What follows belongs to an exercise in optimizing a design on an open flow for small area and a short achievable clock period; a production flow would make more cautious choices.
At most, simulation tests tie the RTL to the original design; equivalence was not proved.
The flow treats the clock pin as an ideal source. Dropping or thinning the clock tree relies on that and would not hold on a real chip.

## run A
## mul16_top
module mul16_top(
    input clk,
    input [15:0] a,
    input [15:0] b,
    output reg [31:0] res
);
For scale: about 870 cells after synthesis, roughly 65 I/O pins, ~8700 sq um of cells after synthesis.
export LEC_CHECK = 0
export CAP_MARGIN = 20
export CORE_MARGIN = 2
export CORE_UTILIZATION = 55
export SLEW_MARGIN = 20
export SYNTH_HIERARCHICAL = 1
create_clock -name core_clock -period 22.0 [get_ports {clk}]
standard.sh (not shown) runs the stock make flow with config.mk's settings and CLKGATE_MAP_FILE= SYNTH_SCRIPT=/design/flow/synth_recipe.tcl, a recipe that flattens the netlist after the stock synthesis.
==> flow/flow/run.sh <==
#!/bin/bash
# Own layout flow: the standard ORFS flow (standard.sh), with
#  - port buffers of a small, fast buffer cell instead of the default delay buffer;
#  - the clock tree rebuilt after CTS as one level of four buffers driven by the clock
#    port (flatten_clock_core.tcl), which shortens the clock's insertion delay for all
#    registers alike;
#  - after that, and after global routing, timing repair aiming for setup slack above a
#    margin, so that the design is sized for the period it can reach rather than left at
#    minimum size by the loose clock.
# make's output goes to standard.log here; ORFS keeps each step's log in orfs/logs.
set -euo pipefail
cd "$(dirname "$0")/.."
export FLOW_DIR_OWN="$PWD/flow"
export FLOW_SETUP_MARGIN=16.9
export FLOW_IN_REG_CELL=sky130_fd_sc_hd__dfxtp_4
export BUFFER_PORTS_ARGS="-buffer_cell sky130_fd_sc_hd__buf_1"
export CTS_ARGS="-sink_clustering_enable -repair_clock_nets -dont_use_dummy_load -buf_list sky130_fd_sc_hd__clkbuf_8"
export POST_CTS_TCL="$PWD/flow/flatten_clock_post.tcl"
export PRE_GLOBAL_ROUTE_TCL="$PWD/flow/grt_margin.tcl"
bash standard.sh > standard.log 2>&1
==> flow/flow/flatten_clock_post.tcl <==
source $::env(FLOW_DIR_OWN)/flatten_clock_core.tcl
if {[info exists ::env(FLOW_IN_REG_CELL)] && $::env(FLOW_IN_REG_CELL) ne ""} {
  foreach inst [get_cells {a_r* b_r*}] {
    replace_cell $inst $::env(FLOW_IN_REG_CELL)
  }
}
detailed_placement
estimate_parasitics -placement
# size the design for the period it can reach: repair setup against a margin
set ::env(SETUP_SLACK_MARGIN) $::env(FLOW_SETUP_MARGIN)
repair_timing_helper
detailed_placement
check_placement -verbose
==> flow/flow/grt_margin.tcl <==
# the global-route stage's timing repair uses the same setup margin as after CTS
set ::env(SETUP_SLACK_MARGIN) $::env(FLOW_SETUP_MARGIN)
Other scripts of this flow, unchanged in this note and not shown: flow/flow/flatten_clock_core.tcl
Run A: flow completed, timing, DRC and antenna clean
Inputs modified between run A and run B:
diff --git a/flow/flow/run.sh b/flow/flow/run.sh
--- a/flow/flow/run.sh
+++ b/flow/flow/run.sh
@@ -14 +14 @@
-export FLOW_SETUP_MARGIN=16.9
+export FLOW_SETUP_MARGIN=0
Diff run A..run B | worst clock skew | negligible
On overall die height, run A and run B are basically level.
A end point of the critical path of res[19] is what run B shows, while res[21] belongs to run A.
Summary of run B over run A: fraction of final layout cells sized beyond drive strength 1 dropped 4.5 points, post-detailed-routing wire length dropped about 1.1%.
Summary of the comparison: sequential share of layout area is higher in run B, relative to run A.
Compared with run A, run B shows a setup slack after layout that is 0.029 ns lower.
NOTE: final non-filler cell area in run B falls short of that of run A
Reg2reg setup slack in run B vs run A: down 0.18 ns
Fmax ended up 1.2 MHz lower on run B than on run A.
Any difference in share of the clock period used by the worst path after layout between run B and run A is small enough to ignore.
The following lists how run C was set up differently from run B:
diff --git a/flow/flow/run.sh b/flow/flow/run.sh
--- a/flow/flow/run.sh
+++ b/flow/flow/run.sh
@@ -14 +14 @@
-export FLOW_SETUP_MARGIN=0
+export FLOW_SETUP_MARGIN=16.95
--- outcome ---
- On final period utilization: run C sits below run B.
- Multi-input combinational area share (run C over run B): decrease, 2.6 points
- Compared with run B, run C shows a post-layout utilization of the core that is 2.4 points higher.
- On worst hold-check slack, run C does worse than run B.
- Diff run B -> run C: synthesis-to-finish area growth went up; net count of the finished layout went up; worst setup slack went up.
No functional check of the RTL was part of any run of this note. In every run of this note, the design's own scripts or RTL, not TritonCTS, make the clock network.

========
Setup of juniper:
Another version of the RTL of mul16_top (not shown whole).
Size: roughly 860 cells after synthesis, ~0.0087 mm2 of cells after synthesis.
==> flow/design.v (excerpt) <==
module mul16_top(
    input clk,
    input [15:0] a,
    input [15:0] b,
    output reg [31:0] res
);
clock: 22.0 ns
lec_check: 0
cap_margin: 20
core_margin: 2
core_utilization: 55
slew_margin: 20
synth_hierarchical: 1
==> flow/flow/run.sh <==
#!/bin/bash
# Own layout flow: the standard ORFS flow (standard.sh), with
#  - port buffers of a small, fast buffer cell instead of the default delay buffer;
#  - the clock tree rebuilt after CTS as one level of four buffers driven by the clock
#    port (flatten_clock_core.tcl), which shortens the clock's insertion delay for all
#    registers alike;
#  - after that, and after global routing, timing repair aiming for setup slack above a
#    margin, so that the design is sized for the period it can reach rather than left at
#    minimum size by the loose clock.
# make's output goes to standard.log here; ORFS keeps each step's log in orfs/logs.
set -euo pipefail
cd "$(dirname "$0")/.."
export FLOW_DIR_OWN="$PWD/flow"
export FLOW_SETUP_MARGIN=0
export FLOW_IN_REG_CELL=sky130_fd_sc_hd__dfxtp_4
export BUFFER_PORTS_ARGS="-buffer_cell sky130_fd_sc_hd__buf_1"
export CTS_ARGS="-sink_clustering_enable -repair_clock_nets -dont_use_dummy_load -buf_list sky130_fd_sc_hd__clkbuf_8"
export POST_CTS_TCL="$PWD/flow/flatten_clock_post.tcl"
export PRE_GLOBAL_ROUTE_TCL="$PWD/flow/grt_margin.tcl"
bash standard.sh > standard.log 2>&1
Scripts as last shown in full above: flow/flow/flatten_clock_post.tcl, flow/flow/grt_margin.tcl
Other scripts of this flow, unchanged in this note and not shown: flow/flow/flatten_clock_core.tcl
Input changes introduced in pepper (baseline for comparison: juniper):
- CORE_UTILIZATION changed from 55 to 72
### Flow results
pepper did not stop at any stage, and its layout met the timing, design-rule and antenna checks.
Against juniper, fmax in pepper fell slightly.
Delta (pepper minus juniper): fraction of area in multi-input gates picked up an extra 0.72 points; total instance count after detailed placement saw a decrease; met2 routing resource usage after global routing increased by 9.6 points relative to the old numbers; synthesized cell area about even.
juniper → pepper: non-clock inverter count in the final layout ~0 delta; number of cells on the critical path +16.
Relative to pepper, the following input files were edited for ember:
- changing CORE_UTILIZATION from 72 to 55
--- a/flow/flow/run.sh
+++ b/flow/flow/run.sh
@@ -13,5 +13,5 @@
 export FLOW_DIR_OWN="$PWD/flow"
 export FLOW_SETUP_MARGIN=0
-export FLOW_IN_REG_CELL=sky130_fd_sc_hd__dfxtp_4
+export FLOW_IN_REG_CELL=sky130_fd_sc_hd__dfxtp_2
 export BUFFER_PORTS_ARGS="-buffer_cell sky130_fd_sc_hd__buf_1"
 export CTS_ARGS="-sink_clustering_enable -repair_clock_nets -dont_use_dummy_load -buf_list sky130_fd_sc_hd__clkbuf_8"
### Flow results
In ember, the global-route usage over all layers came out 6.6 points below the value in pepper.
Comparing ember and pepper, the lower die area is on pepper.
For violation count after the first detailed-route iteration, dividing the value from pepper by the value from ember gives 1.2.
The data arrival time of the critical path reported for ember is greater than that of pepper by 100 ps.
Taking pepper as the reference point, the final-layout worst hold slack of ember rises by 55 ps.
Cell depth of the worst setup path was lower in ember than in pepper.
Across both runs, worst-case setup margin in the final layout was lower for ember than for pepper.
Actual slew at the worst max-slew pin in ember is 6.6 ps lower than in pepper
In the metrics for ember and pepper, the one carrying the lower wire length is pepper.
Against pepper, global-route wire length before repair in ember rose by a few percent.
For nickel, these inputs were changed with respect to ember:
- changing CORE_UTILIZATION from 55 to 65
--- a/flow/flow/run.sh
+++ b/flow/flow/run.sh
@@ -13,5 +13,5 @@
 export FLOW_DIR_OWN="$PWD/flow"
 export FLOW_SETUP_MARGIN=0
-export FLOW_IN_REG_CELL=sky130_fd_sc_hd__dfxtp_2
+export FLOW_IN_REG_CELL=sky130_fd_sc_hd__dfxtp_4
 export BUFFER_PORTS_ARGS="-buffer_cell sky130_fd_sc_hd__buf_1"
 export CTS_ARGS="-sink_clustering_enable -repair_clock_nets -dont_use_dummy_load -buf_list sky130_fd_sc_hd__clkbuf_8"
## What came out
Relative to ember, total instance count after detailed placement decreased by about 3% in nickel.
ember → nickel: final RePlAce weighted congestion decreased 0.047, global routing met2 resource utilization increased 9.0 points, design area increased 66 um2, cell count decreased 31.
met3 layer usage reported by global route was lower in nickel than in ember.
Going from ember to nickel, final critical-path required period shrinks by 140 ps.
Compared with ember, nickel shows a row count that is 6.7% lower.
First element of the critical path: b_r[6] -> ember, res[30] -> nickel
In every run of this note, the design's own scripts or RTL, not TritonCTS, make the clock network.

## port drivers added, routing unchanged
Ports are ideal in the flow. The routed layouts listed here were re-timed in OpenROAD. Step 1, drivers: a clkbuf_16 drives clk and a buf_2 each remaining input, both assumed. Step 2 also shifts input and output timing later by t, the mid clock arrival at the registers, as if the neighbouring blocks saw the same clock. Slacks: ideal / step 1 / step 2; pairs: ideal / step 1.
run	t, ns	slack for setup (ns)	hold WS [ns]	worst setup path after step 2	slew at the worst register clock pin (ns)
run A	0.245	16.956 / 16.852 / 17.098	0.628 / 0.628 / 0.628	register to output	0.09 / 0.09
run B	0.247	16.927 / 16.822 / 16.932	0.630 / 0.630 / 0.630	register to register	0.09 / 0.09
run C	0.246	16.980 / 16.876 / 17.122	0.627 / 0.627 / 0.627	register to output	0.09 / 0.09
juniper	0.231	16.974 / 16.882 / 16.999	0.627 / 0.627 / 0.627	register to register	0.08 / 0.08
pepper	0.229	16.921 / 16.863 / 16.921	0.612 / 0.612 / 0.612	register to register	0.07 / 0.07
ember	0.232	16.811 / 16.811 / 16.811	0.667 / 0.667 / 0.667	register to register	0.08 / 0.08
nickel	0.232	16.950 / 16.857 / 16.992	0.637 / 0.637 / 0.637	register to register	0.08 / 0.08
After both steps setup and hold are still met in every run listed.
